Background: an optimization exercise with open tools, aiming at small area and a short achievable clock period. Do not read the settings as production practice. RTL that was checked went through simulation tests only; none was proved equivalent to the original.

Setup of lane 1:
==> flow/design.v (excerpt) <==
module cordic_advanced #(
    parameter DATA_WIDTH = 18,
    parameter ANGLE_WIDTH = 32,
    parameter ITERATIONS = 18,
    parameter PIPELINE_STAGES = 18
)(
    input  wire                         clk,
    input  wire                         rst_n,
    input  wire                         enable,
    input  wire signed [DATA_WIDTH-1:0] x_in,
    input  wire signed [DATA_WIDTH-1:0] y_in,
    input  wire signed [ANGLE_WIDTH-1:0] z_in,
    input  wire                         data_valid_in,
    output wire                         data_ready_out,
    output wire signed [DATA_WIDTH:0]   x_out,
    output wire signed [DATA_WIDTH:0]   y_out,
    output wire signed [ANGLE_WIDTH-1:0] z_out,
    output wire                         data_valid_out,
    input  wire                         data_ready_in,
    output wire                         overflow,
    output wire [15:0]                  iterations_count,
    output wire [31:0]                  throughput_counter
);
clock: 4.5 ns
lec_check: 0
cap_margin: 20
core_margin: 2
core_utilization: 40
cts_cluster_diameter: 100
cts_cluster_size: 30
setup_slack_margin: 0.7
slew_margin: 20
synth_hierarchical: 1
run.sh (not shown) runs the stock make flow with config.mk's settings and CLKGATE_MAP_FILE= SYNTH_SCRIPT=/design/flow/synth_recipe.tcl, a recipe that flattens the netlist after the stock synthesis.
Lane 1 reached the end of the flow, and the finished layout is clean on the timing, design-rule and antenna checks.
Relative to lane 1, the following input files were edited for lane 2:
- swapping 0.7 for 0.3 in SETUP_SLACK_MARGIN
## What came out
Taking lane 1 as the reference, in lane 2 proportion of layout cells with a drive suffix above 1 has decreased, area overhead of the layout relative to synthesis lower. Cell area: lane 2 vs lane 1 down about 3.3%. Highest layer used for signal routing: met5 -> lane 2, met4 -> lane 1. Between lane 1 and lane 2, the flow reports area occupied by multi-input gates decreasing by a few percent. Going from lane 1 to lane 2, maximum clock frequency +about 1%, filler cell count +1.8%, worst relative slew slack +15 points. Compared with lane 1, lane 2 shows a number of clock-tree buffers in the layout that is 2.5% higher.
--- input diff lane 2..lane 3 ---
- removing SETUP_SLACK_MARGIN (formerly 0.3)
Findings:
The final layouts of lane 3 and lane 2 pass the timing, design-rule and antenna checks. STATUS post-layout minimum cycle time: lane 3 loses against lane 2. Lane 3 ended up with met4 as its top routing layer in use; lane 2 ended up with met5. Lane 2 → lane 3: total wire length after detailed routing dropped 9600 um, worst setup slack after layout dropped 0.084 ns.
Inputs modified between lane 3 and lane 4:
- GPL_TIMING_DRIVEN newly set to 0
==> comparison <==
After synthesis and placement, the instance count of lane 4 is below that of lane 3. Re sequential share of layout area: lane 3 was higher than lane 4. From lane 3 to lane 4 the numbers moved as follows: largest incremental delay on the critical path has remained practically unchanged, hold slack went down 0.17 ns, total non-filler cell area in the finished layout increased 2.1%, total routed wire length on the met1 layer now sits higher, worst setup slack before clock tree synthesis saw a decrease. Summary of the comparison: minimum clock period after layout is higher in lane 4, relative to lane 3. Between lane 3 and lane 4, post-route clock period utilization is lower for lane 3, lane 4 comes in above that. Re final cell utilization of the core: lane 3 and lane 4 aren't equal, and the lower value belongs to lane 3.

cordic_advanced, a different RTL version from the one above (not shown whole).
Size: roughly 190 I/O pins.
Design cordic_advanced, start of the top module:
module cordic_advanced #(
    parameter DATA_WIDTH = 18,
    parameter ANGLE_WIDTH = 32,
    parameter ITERATIONS = 18,
    parameter PIPELINE_STAGES = 18
)(
    input  wire                         clk,
    input  wire                         rst_n,
    input  wire                         enable,
    input  wire signed [DATA_WIDTH-1:0] x_in,
    input  wire signed [DATA_WIDTH-1:0] y_in,
    input  wire signed [ANGLE_WIDTH-1:0] z_in,
    input  wire                         data_valid_in,
    output wire                         data_ready_out,
    output wire signed [DATA_WIDTH:0]   x_out,
    output wire signed [DATA_WIDTH:0]   y_out,
    output wire signed [ANGLE_WIDTH-1:0] z_out,
    output wire                         data_valid_out,
    input  wire                         data_ready_in,
    output wire                         overflow,
    output wire [15:0]                  iterations_count,
    output wire [31:0]                  throughput_counter
);
    assign data_ready_out = enable;
  ...
clock: 4.5 ns
lec_check: 0
cap_margin: 20
core_margin: 2
core_utilization: 65
cts_cluster_diameter: 100
cts_cluster_size: 30
place_density: 0.75
slew_margin: 20
synth_hierarchical: 1
Rerun with:
Settings changed: CORE_UTILIZATION 65 to 40, PLACE_DENSITY 0.75 to unset.
What happened: Clock-buffer cell count climbs by 7. Critical path depth went down by 3. Worst hold slack improves by 0.17 ns. Global-route usage drops by 10 points. Non-clock buffer count came out higher by 67.

cordic_advanced, a different RTL version from the one above (not shown whole).
Size: roughly 7600 cells after synthesis, about 610 flip-flops.
export LEC_CHECK = 0
export CAP_MARGIN = 20
export CORE_MARGIN = 2
export CORE_UTILIZATION = 40
export CTS_CLUSTER_DIAMETER = 100
export CTS_CLUSTER_SIZE = 30
export SLEW_MARGIN = 20
export SYNTH_HIERARCHICAL = 1
create_clock -name core_clock -period 4.5 [get_ports {clk}]
Rerun with:
Settings changed: CTS_CLUSTER_DIAMETER 100 to default, CTS_CLUSTER_SIZE 30 to default.
Outcome: Via count rose by 0.54%; critical path depth increases by 1; wire length rises by 0.92%; global-route usage increases by 0.21 points; setup slack loses 0.082 ns; utilization rose by 0.83 points; cell count climbs by 0.71%; clock-buffer cell count rises by 55; synthesized area stays the same.
No run of this note included a check of the RTL's function; only the layout flow was run.

==> re-timing with driven ports <==
No port has a modelled driver above. Below, the same layouts with a new extraction and two added sets of constraints.
Step 1 sets driving cells, clkbuf_16 on the clock port and buf_2 on the other inputs (assumed; they add their load-dependent delay and slew).
Step 2 adds t to the input delays and takes it off the output delays; t is the mean of the earliest and latest rising clock arrival at the registers after step 1. Input paths then give back, and output paths get back, about the clock's delay inside the block.
Slacks: ideal / step 1 / step 2; pairs: ideal / step 1.
run	t (ns)	slack for setup (ns)	hold slack, ns	latest minus earliest clock arrival (ns)	worst slew at a driven data input, ns
lane 1	0.699	0.221 / 0.221 / -0.331	0.198 / 0.154 / 0.472	0.066 / 0.066	0.07
lane 2	0.715	0.263 / 0.221 / -0.391	0.193 / 0.137 / 0.475	0.059 / 0.059	0.10
lane 3	0.712	0.179 / 0.139 / -0.346	0.261 / 0.202 / 0.479	0.040 / 0.041	0.11
lane 4	0.708	0.089 / 0.089 / -0.511	0.096 / 0.043 / 0.495	0.038 / 0.038	0.13
the first run of note 2	0.744	0.154 / 0.135 / -0.458	0.193 / 0.149 / 0.481	0.033 / 0.034	0.10
the second run of note 2	0.734	0.214 / 0.130 / -0.456	0.364 / 0.302 / 0.488	0.047 / 0.047	0.14
the first run of note 3	0.703	0.176 / 0.097 / -0.384	0.368 / 0.313 / 0.484	0.035 / 0.035	0.10
the second run of note 3	0.746	0.094 / 0.014 / -0.379	0.363 / 0.307 / 0.478	0.046 / 0.045	0.10
Met with ideal ports but missed after step 2: setup timing in every run listed. For the second run of note 2, which loses most, drivers alone change the setup slack by -0.084 ns; drivers and shift together by -0.670 ns.
